This design comes from an exercise in tuning for small area on the open sky130 flow, not from production work. Only simulation tests tie the RTL to the original design; equivalence was not proved. Power and IR drop assume default switching activity.

File: flow/config.mk
export PLATFORM = sky130hd
export DESIGN_NAME = SDReader
export DESIGN_NICKNAME = SDReader
export VERILOG_FILES = /design/flow/design.v
export SDC_FILE = /design/flow/constraint.sdc
export NUM_CORES = 4
export LEC_CHECK = 0
export CAP_MARGIN = 20
export CORE_MARGIN = 2
export CORE_UTILIZATION = 60
export CTS_BUF_LIST = sky130_fd_sc_hd__clkbuf_8
export SLEW_MARGIN = 20
File: flow/constraint.sdc
create_clock -name core_clock -period 10.0 [get_ports {clk}]
set_input_delay 2.0000 -clock core_clock [delete_from_list [all_inputs] [get_ports {clk}]]
set_output_delay 2.0000 -clock core_clock [all_outputs]
set_load 0.01 [all_outputs]
File: flow/design.v
module SDReader (
input clk,
input rst,
output sclk,
output mosi,
input miso,
output cs,
input [7:0] id,
input note_on,
input note_off,
output reg fifo_wr,
output [15:0] fifo_data,
input fifo_empty,
input fifo_prog,
output reg [2:0] state
);
localparam B_RESET = 2'd0, B_CMD0 = 2'd1, B_CMD1 = 2'd2, B_WAIT = 2'd3;
reg [1:0] bstate;
reg [3:0] bcnt;
reg bstart;
wire c0 = (bcnt == 4'd0);
wire c1 = (bcnt == 4'd1);
wire cmd17 = (bstate == B_WAIT) && c0;     
wire cmd1 = bstate[1] && !cmd17;
assign cs = (bstate == B_RESET);
reg sclk_r;
reg [7:0] dcpt;
wire dz = (dcpt == 8'd0);
wire tog = cmd17 ? dz : (dcpt == 8'hff);
wire sclk_fall = dz && !sclk_r;
assign sclk = sclk_r;
always @(posedge clk) begin
  if (rst) begin
    sclk_r <= 1'b1;
    dcpt <= 8'd0;
  end
  else begin
    if (tog) sclk_r <= ~sclk_r;
    dcpt <= (cmd17 && dz) ? 8'd0 : dcpt + 8'd1;
  end
end
reg [2:0] cpt;        
reg [2:0] sst;        
reg [7:0] rsp;
reg rdy, en_q, vsi_q, sclk_q, dov_q;
reg [1:0] rstate;
reg [11:0] rcpt;
localparam R_IDLE = 2'd0, R_HEADER = 2'd1, R_DATA = 2'd2, R_CRC = 2'd3;
wire dstart_w;
wire en = dstart_w | bstart;
wire rise = !sclk_q && sclk_r;
wire cpt_inf6 = (cpt < 3'd6);
wire spi_en = en_q && cpt_inf6;
wire vsi = (cpt == 3'd6) && !rsp[7] && !rdy;
wire valid_status = !vsi_q && vsi && (rstate == R_IDLE);
wire x7 = (rcpt[2:0] == 3'b111) && (rstate == R_DATA);
wire dvalid = x7 && !dov_q;
wire [22:0] blk;
reg [7:0] cbyte;
always @(*) begin
  case (cpt)
    3'd0: cbyte = {2'b01, 1'b0, cmd17, 3'b000, cmd17 | cmd1};
    3'd1: cbyte = cmd17 ? blk[22:15] : 8'h00;
    3'd2: cbyte = cmd17 ? blk[14:7] : 8'h00;
    3'd3: cbyte = cmd17 ? {blk[6:0], 1'b0} : 8'h00;
    3'd4: cbyte = 8'h00;
    default: cbyte = cmd17 ? 8'h00 : 8'h95;
  endcase
end
assign mosi = spi_en ? cbyte[sst] : 1'b1;
always @(posedge clk) begin
  if (en_q) begin
    if (sclk_fall && sst == 3'd0 && cpt_inf6) cpt <= cpt + 3'd1;
  end
  else cpt <= 3'd0;
  if (spi_en) begin
    if (sclk_fall) sst <= sst - 3'd1;
  end
  else sst <= 3'd7;
  if (rise) rsp <= {rsp[6:0], miso};
  vsi_q <= vsi;
  dov_q <= x7;
  if (rise) rcpt <= rstate[1] ? rcpt + 12'd1 : 12'd0;
end
always @(posedge clk) begin
  if (rst) begin
    rdy <= 1'b1;
    en_q <= 1'b0;
    sclk_q <= 1'b1;
    rstate <= R_IDLE;
  end
  else begin
    sclk_q <= sclk_r;
    if (en) rdy <= 1'b0;
    if (!rdy && !sclk_r) en_q <= 1'b1;
    if ((!cmd17 && valid_status) || (cmd17 && rstate == R_CRC && rcpt[4])) begin
      rdy <= 1'b1;
      en_q <= 1'b0;
    end
    if (rise) begin
      case (rstate)
        R_IDLE: if (cmd17 && vsi) rstate <= R_HEADER;
        R_HEADER: if (rsp == 8'hfe) rstate <= R_DATA;
        R_DATA: if (&rcpt) rstate <= R_CRC;
        R_CRC: if (rcpt[4:0] == 5'b10000) rstate <= R_IDLE;
      endcase
    end
  end
end
always @(posedge clk) begin
  if (rst) begin
    bstate <= B_RESET;
    bcnt <= 4'd0;
    bstart <= 1'b0;
  end
  else begin
    bstart <= 1'b0;
    if (bstate != B_RESET && valid_status)
      bcnt <= (|rsp[6:1]) ? 4'hf : {3'b000, rsp[0]};
    case (bstate)
      B_RESET:
        if (&bcnt) begin
          bstate <= B_CMD0;
          bstart <= 1'b1;
        end
        else if (sclk_fall) bcnt <= bcnt + 4'd1;
      B_CMD0:
        if (rdy && c1) begin
          bstart <= 1'b1;
          bstate <= B_CMD1;
        end
      B_CMD1:
        if (rdy && (c0 || c1)) bstate <= B_WAIT;
      B_WAIT:
        if (rdy && c1) begin
          bstart <= 1'b1;
          bstate <= B_CMD1;
        end
    endcase
  end
end
localparam S_IDLE = 3'b000, S_BOOT = 3'b001, S_FIRST = 3'b100, S_FETCH = 3'b010,
           S_WAIT = 3'b011;
reg dstart;
reg [22:0] block_cnt;
reg block_part;
reg [31:0] nb_data;
reg [10:0] dc;
reg [7:0] addr;
reg [7:0] lo;
reg sel;               
reg al;                
assign dstart_w = dstart;
assign blk = block_cnt;
assign fifo_data = {rsp, lo};
wire finish = (nb_data == 32'd0) || note_off;
wire st_boot = (state == S_BOOT);
wire st_first = (state == S_FIRST);
wire st_fetch = (state == S_FETCH);
wire end1ff = (dc[8:0] == 9'h1ff);
wire state_end = (st_boot && dc == 11'd8) ||
                 (st_first && end1ff) ||
                 (st_fetch && dc[7:0] == 8'hff && dc[8] == block_part) ||
                 finish;
wire bottom_ok = st_first ? ({block_part, addr} <= dc[8:0]) : (!block_part || dc[8]);
wire ready2 = rdy && al;
always @(posedge clk) begin
  if (rst) begin
    fifo_wr <= 1'b0;
    dstart <= 1'b0;
    state <= S_IDLE;
    nb_data <= 32'd0;
    addr <= 8'd0;
    block_part <= 1'b0;
    al <= 1'b0;
  end
  else begin
    fifo_wr <= 1'b0;
    dstart <= 1'b0;
    al <= rdy;
    case (state)
      S_IDLE:
        if (note_on && ready2) begin
          state <= S_BOOT;
          dstart <= 1'b1;
          dc <= {id == 8'hfe, ~id, 3'b000};
          block_cnt <= 23'd0;
        end
      S_BOOT:
        if (fifo_empty && sel && ready2) begin
          state <= S_FIRST;
          dc <= 11'd0;
          dstart <= 1'b1;
        end
        else if (dvalid) begin
          dc <= dc + 11'd1;
          if (dc[10:3] == 8'd0)
            case (dc[2:0])
              3'd0: addr <= rsp;
              3'd1: {block_cnt[6:0], block_part} <= rsp;
              3'd2: block_cnt[14:7] <= rsp;
              3'd3: block_cnt[22:15] <= rsp;
              3'd4: nb_data[7:0] <= rsp;
              3'd5: nb_data[15:8] <= rsp;
              3'd6: nb_data[23:16] <= rsp;
              3'd7: nb_data[31:24] <= rsp;
            endcase
        end
      S_FIRST:
        if (finish) state <= S_IDLE;
        else if (ready2 && sel) state <= S_WAIT;
        else if (dvalid) begin
          dc <= dc + 11'd1;
          if (end1ff) block_cnt <= block_cnt + 23'd1;
          if (bottom_ok) begin
            nb_data <= nb_data - 32'd1;
            if (!dc[0]) lo <= rsp;
            else fifo_wr <= 1'b1;
          end
        end
      S_FETCH:
        if (sel) begin
          if (finish) state <= S_IDLE;
          else begin
            state <= S_WAIT;
            block_part <= ~block_part;
            if (block_part) block_cnt <= block_cnt + 23'd1;
          end
        end
        else if (dvalid) begin
          dc <= dc + 11'd1;
          if (bottom_ok) begin
            nb_data <= nb_data - 32'd1;
            if (!dc[0]) lo <= rsp;
            else fifo_wr <= 1'b1;
          end
        end
      S_WAIT:
        if (finish) state <= S_IDLE;
        else if (fifo_prog && ready2) begin
          state <= S_FETCH;
          dstart <= 1'b1;
          dc <= 11'd0;
        end
      default: ;
    endcase
  end
end
always @(posedge clk) begin
  if ((st_boot || st_first || st_fetch) && state_end) sel <= 1'b1;
  else if (al) sel <= 1'b0;
end
endmodule
File: flow/run.sh
#!/bin/bash
# synth_recipe.tcl (not shown) runs the flow's synth.tcl, then flattens the netlist and writes it again
# the make line also repeats each setting of config.mk as NAME=value (left out here)
make -C /OpenROAD-flow-scripts/flow DESIGN_CONFIG=/design/flow/config.mk WORK_HOME=/design/flow/orfs CLKGATE_MAP_FILE= SYNTH_SCRIPT=/design/flow/synth_recipe.tcl finish
==> results of run 1 <==
per-layer routing:
layer	GRT usage	routed length, um	up-vias
li1	-	-	3567
met1	0.422	9900	3626
met2	0.480	10700	415
met3	0.0599	1990	70
met4	0.153	784	0
met5	0	0	-
worst register-to-register path: stages, from the launching register on:
cell and delay (ns):
dfxtp_1 0.82, or3b_1 0.49, a31oi_1 0.22, a311oi_4 0.45
o21a_1 0.63, nand3_1 0.28, o32ai_1 0.33
final timing paths:
kind,startpoint,to,slack (ns),cells after the start
worst min register to register,dcpt[0],dcpt[0],0.47,1
worst max register to register,state[1],nb_data[24],6.70,6
worst max-delay path,cpt[0],mosi,4.98,9
worst min-delay path,dcpt[0],dcpt[0],0.47,1
cells by family after synthesis:
kind of cell,Yosys count,share of synthesized area
flops,139,0.406
xor+xnor,46,0.0480
buf+inv,90,0.0442
simple gates,349,0.215
compound gates,259,0.213
mux,14,0.0169
fa+ha+maj,38,0.0567
state kept, by name (all words and copies together) (netlist names), 4 cells and up:
register and cells:
dc 11, lo 8, nb_data 32, rsp 8, rcpt 12, dcpt 8, addr 8, block_cnt 23
bcnt 4
power by group:
group / internal (uW) / leakage, uW / switching [uW]
logic: 129 / 0.00185 / 270
registers: 663 / 0.00119 / 72.9
clock network: 272 / 0.000217 / 232
final cells by class:
type / count / area, um2 / area share
Timing Repair Buffer: 52 / 478 / 0.0513
Clock inverter: 15 / 199 / 0.0213
Sequential cell: 139 / 3400 / 0.365
Tap cell: 180 / 225 / 0.0242
Inverter: 40 / 150 / 0.0161
Clock buffer: 17 / 234 / 0.0251
Multi-Input combinational cell: 706 / 4640 / 0.497
metrics by stage:
stage	utilization	cells	instance area [um2]
detailed placement	0.645	1117	8880
global route	0.677	1149	9330
finish	0.677	1149	9330
global placement	0.645	1117	8880
floorplan	-	935	8390
CTS	0.676	1149	9320
cell usage after synthesis, drive strengths merged (14+ instances only):
master   n  share of area
a31oi   14          0.010
edfxtp  62           0.22
nor4    14          0.013
dfxtp   77           0.18
buf     16          0.011
nand3   36          0.021
inv     40          0.018
clkbuf  34          0.015
nor3    33          0.021
xnor2   22          0.023
o21ai   69          0.041
ha      38          0.057
nand2   85          0.038
nor2    78          0.035
a21oi   51          0.030
xor2    24          0.025
nand4   24          0.018
==> summary.txt, run 1 <==
Outcome: finished clean
Syn Inst Count: 935
F_max: 0.199 GHz
CP Max Fanout: 8
Full die area: 14900 um2
Unique masters post-synth: 88
CP bufs+invs: 2
CTS tree: yes
Ant. Diodes: 0
CP Launch Type: register
Resize count post-CTS: 0
Register area share after synthesis: 0.406
Most common cell after layout, fill and taps aside: nand2_1
Worst EP arrival: 3.02 ns
Syn-to-layout area delta: 11.2%
Post-layout minimum cycle time: 5.02 ns
CTS Hold Buffers Added: 0
Worst vdd ir: 0.0948 mV
Clk root buf: clkbuf_8
Skew-Pair Late Insertion Delay: 0.46 ns
Avg Cell Area, Syn: 8.97 um2
Fin Setup TNS: 0 ns
Synth Register Bits: 139
Die Ht: 122 um
Leak: 0.00326 uW
Final Hold Vio Count: 0
Crit-path max cell delay: 0.58 ns
H-tree depth: 4
Post CTS Setup Buffer Count: 0
Dominant synthesized flop cell: dfxtp_1
Post-layout power: 1640 uW
Crit-path slowest cell: clkdlybuf4s50_1
Reg clk slew, reported paths: 0.08 ns
First-pass GRT wire length: 36.5 mm
# rows: 43
Number of DRC markers in iteration 0: 1000
All-Layer GR Usage: 0.312
WL/cell: 20.4 um
Final period utilization: 0.502
Crit path required time: 8.00 ns
Most frequent cells in the layout: nand2_1, dfxtp_1, nor2_1
Antenna violations before repair: 0
Congestion Overflow GR: 0
Pwr per Cell Area: 176 nW/um2
Detailed Place HPWL: 16.1 mm
Clk_skew: 0.0137 ns
Crit path cell chain: inv_1, ha_1, nor2b_1, a22oi_1, a31oi_1, o21ai_0, a31o_2, o21ai_0, clkdlybuf4s50_1
Max Root-Sink Buffers: 2
Net count after synthesis: 988
Synth warn: 1
CP top delay family: compound AO/OA/AOI/OAI gates
First-pass DRT Iterations: 6
DRT Wirelength: 23.4 mm
I/O Pins: 38
Unrepaired setup endpoints after global routing: false
Pin count of the biggest net entering global routing: 61
Vias per cell: 6.68
I/O Buffers: 37
Max Slew Vio Count: 0
FFs w/ async S/R, synth: 0
Number of global-route vias before repair: 7058
Placement Setup Slack: 5.26 ns
Slew margin rel.: 0.205
Layout cells sized above 1: 0.0795
Hold Crit Class: reg2reg
Crit end category: primary output
Final-layout fill cell count: 1126
Slew at the pin with the worst max-slew slack: 1.19 ns
Net count, final: 1009
Initial Utilization: 0.609
Min Hold Slack: 0.473 ns
Synthesized cell area: 8390 um2
Drc violations: 0
Crit-path most repeated cell: o21ai_0
Post-synth EDFFs: 62
Critical path type: reg2out
Core ar.: 13800 um2
CTS Sinks: 139
Vias: 7678
Floorplan die width: 122 um
Remaining antenna violation count: 0
Setup violators final: 0
Gpl congestion: 0.925
Max-cap violations: 0
Total CTS buffers: 17
Final worst slack: 4.98 ns
==> inputs of run 2 (changes only) <==
--- a/flow/config.mk
+++ b/flow/config.mk
@@ -8,5 +8,4 @@
 export CAP_MARGIN = 20
 export CORE_MARGIN = 2
-export CORE_UTILIZATION = 60
-export CTS_BUF_LIST = sky130_fd_sc_hd__clkbuf_8
+export CORE_UTILIZATION = 40
 export SLEW_MARGIN = 20
==> run 2 against run 1 <==
  * Still clean
  * Clock power grew 34%
  * Global-route usage shrank 9.4 points
  * Die area grew 48%
  * First-iteration DRC count shrank 35%
  * Largest power group unchanged
==> summary.txt, run 2 <==
Vias: 7378
First-pass GRT wire length: 38.0 mm
Congestion Overflow GR: 0
Unrepaired setup endpoints after global routing: false
CP Max Fanout: 8
Crit path required time: 8.00 ns
Clk_skew: 0.0101 ns
Vias per cell: 5.96
Net count after synthesis: 988
Final worst slack: 5.03 ns
Avg Cell Area, Syn: 8.97 um2
Full die area: 22100 um2
Detailed Place HPWL: 16.0 mm
Net count, final: 1007
Floorplan die width: 149 um
Pin count of the biggest net entering global routing: 61
Reg2Reg Depth: 6
Worst vdd ir: 0.111 mV
Crit-path most repeated cell: o21ai_0
Final Hold Vio Count: 0
Resize count post-CTS: 0
R2r endpoint: nb_data[23]
H-tree depth: 4
Syn-to-layout area delta: 14.8%
Synth top cells by count: nand2_1, dfxtp_1, nor2_1, o21ai_0, edfxtp_1
CP bufs+invs: 2
All-Layer GR Usage: 0.218
Remaining antenna violation count: 0
Slew margin rel.: 0.372
Final period utilization: 0.497
Total CTS buffers: 17
Layout cells sized above 1: 0.0807
CP top delay family: compound AO/OA/AOI/OAI gates
Min Hold Slack: 0.462 ns
Reg clk slew, reported paths: 0.06 ns
CTS tree: yes
Pwr per Cell Area: 187 nW/um2
Most frequent cell after synthesis: nand2_1
Skew-Pair Late Insertion Delay: 0.43 ns
Antenna violations before repair: 0
Most common cell after layout, fill and taps aside: nand2_1
Crit end category: primary output
Crit-path max cell delay: 0.58 ns
Post-synth EDFFs: 62
CTS Hold Buffers Added: 0
WL/cell: 18.9 um
Gpl congestion: 0.909
CP Launch Type: register
Reg2reg start: nb_data[22]
Reg-to-reg slack, setup: 6.56 ns
Synthesized cell area: 8390 um2
CTS Sinks: 139
Post-layout minimum cycle time: 4.97 ns
I/O Pins: 38
Post CTS Setup Buffer Count: 0
Hold Crit Class: reg2reg
Max Slew Vio Count: 0
Slew at the pin with the worst max-slew slack: 0.942 ns
Register area share after synthesis: 0.406
Die Ht: 149 um
F_max: 0.201 GHz
Crit path cell chain: inv_1, ha_1, nor2b_1, a22oi_1, a31oi_1, o21ai_0, a31o_2, o21ai_0, clkdlybuf4s50_1
Number of global-route vias before repair: 6979
Setup violators final: 0
Fin Setup TNS: 0 ns
Hold Crit Endpoint: dcpt[0]
Max-cap violations: 0
Number of DRC markers in iteration 0: 646
FFs w/ async S/R, synth: 0
Biggest regs: nb_data (32), block_cnt (23), rcpt (12)
Syn Inst Count: 935
Area leader, netlist: edfxtp_1
I/O Buffers: 37
Clk root buf: clkbuf_16
First-pass DRT Iterations: 5
Final-layout fill cell count: 1985
Synth warn: 1
Hold depth: 1
Critical path type: reg2out
Outcome: finished clean
HP Start: dcpt[0]
Dominant synthesized flop cell: dfxtp_1
Initial Utilization: 0.411
Top cells by area, synth: edfxtp_1, dfxtp_1, ha_1, o21ai_0, nand2_1
Ant. Diodes: 0
Top cell type's share of synthesized area: 0.222
Most frequent cells in the layout: nand2_1, dfxtp_1, nor2_1
# rows: 52
Synth Register Bits: 139
Drc violations: 0
Largest Register: nb_data
Unique masters post-synth: 88
DRT Wirelength: 23.4 mm
Placement Setup Slack: 5.26 ns
Max reg flops: 32
Max Root-Sink Buffers: 2
Crit-path slowest cell: clkdlybuf4s50_1
Leak: 0.00333 uW
Core ar.: 20400 um2
Worst EP arrival: 2.97 ns
==> run 2: cell counts after synthesis <==
Identical to the previous run, type by type.
==> run 2: logic make-up (layout without fill, tap and decap cells) <==
| group | after synthesis | in the layout | synth area share |
|---|---|---|---|
| XOR/XNOR | 46 | 46 | 0.0480 |
| AND/OR/NAND/NOR | 349 | 349 | 0.215 |
| AO/OA/AOI/OAI | 259 | 259 | 0.213 |
| multiplexers | 14 | 14 | 0.0169 |
| buffers and inverters | 90 | 122 | 0.0442 |
| adder cells (fa/ha/maj) | 38 | 38 | 0.0567 |
| flip-flops | 139 | 139 | 0.406 |
==> run 2: where the power goes <==
part	leakage (uW)	total [uW]	switching (uW)	internal, uW
clock network	0.000293	676	258	418
logic	0.00184	383	255	127
registers	0.00119	745	81.1	664
==> run 2: worst max path at each step <==
stage / from / endpoint / slack (ns) / cells after the start
final: cpt[0] / mosi / 5.03 / 9
after global placement: note_off / block_cnt[11] / 5.29 / 5
after CTS: cpt[0] / mosi / 5.03 / 9
after floorplan: note_off / dc[0] / 5.97 / 4
after detailed placement: fifo_empty / nb_data[26] / 5.26 / 7
after global routing: cpt[0] / mosi / 4.82 / 9
==> run 2: layout make-up <==
| class | instances | area [um2] | share of cell area |
|---|---|---|---|
| tap | 270 | 338 | 0.0351 |
| clock inverter | 14 | 195 | 0.0203 |
| sequential | 139 | 3400 | 0.354 |
| multi-input combinational | 706 | 4650 | 0.483 |
| clock buffer | 18 | 429 | 0.0446 |
| timing repair buffer | 50 | 463 | 0.0481 |
| inverter | 40 | 150 | 0.0156 |
==> run 2: stage by stage <==
stage                     utilization  area [um2]  total power, uW  cells
after CTS                       0.470        9610             1800   1237
after global routing            0.471        9630             1880   1237
after floorplan                     -        8390             1010    935
after detailed placement        0.440        8990             1130   1205
after global placement          0.440        8990             1130   1205
final                           0.471        9630             1800   1237
==> run 2: worst register-to-register path, stage by stage (launching register included) <==
cell	delay [ns]
dfxtp_1	0.37
or4_1	0.73
nor4b_4	0.42
a41oi_2	0.41
o21ai_2	0.87
nor3_2	0.24
a221oi_1	0.31
==> run 2: layer usage <==
layer | global-route usage | vias to the layer above | wire length (um)
li1 | - | 3581 | -
met1 | 0.312 | 3523 | 11300
met2 | 0.333 | 230 | 10400
met3 | 0.0330 | 44 | 1070
met4 | 0.0843 | 0 | 631
met5 | 0 | - | 0

==> re-timing with driven ports <==
Ports are ideal in the flow. The routed layouts listed here were re-timed in OpenROAD.
Step 1 assumes that a clkbuf_16 drives the clock port and a buf_2 every other input.
Step 2 adds t to the input delays and takes it off the output delays; t is the mean of the earliest and latest rising clock arrival at the registers after step 1. Input paths then give back, and output paths get back, about the clock's delay inside the block.
Slacks: ideal ports / drivers / drivers and shift; pairs: ideal ports / drivers.
run | t (ns) | setup WS [ns] | worst setup path after step 2
run 1 | 0.486 | 4.982 / 4.944 / 5.268 | input to register
run 2 | 0.473 | 5.029 / 4.979 / 5.231 | input to register
After both steps setup and hold are still met in every run listed.
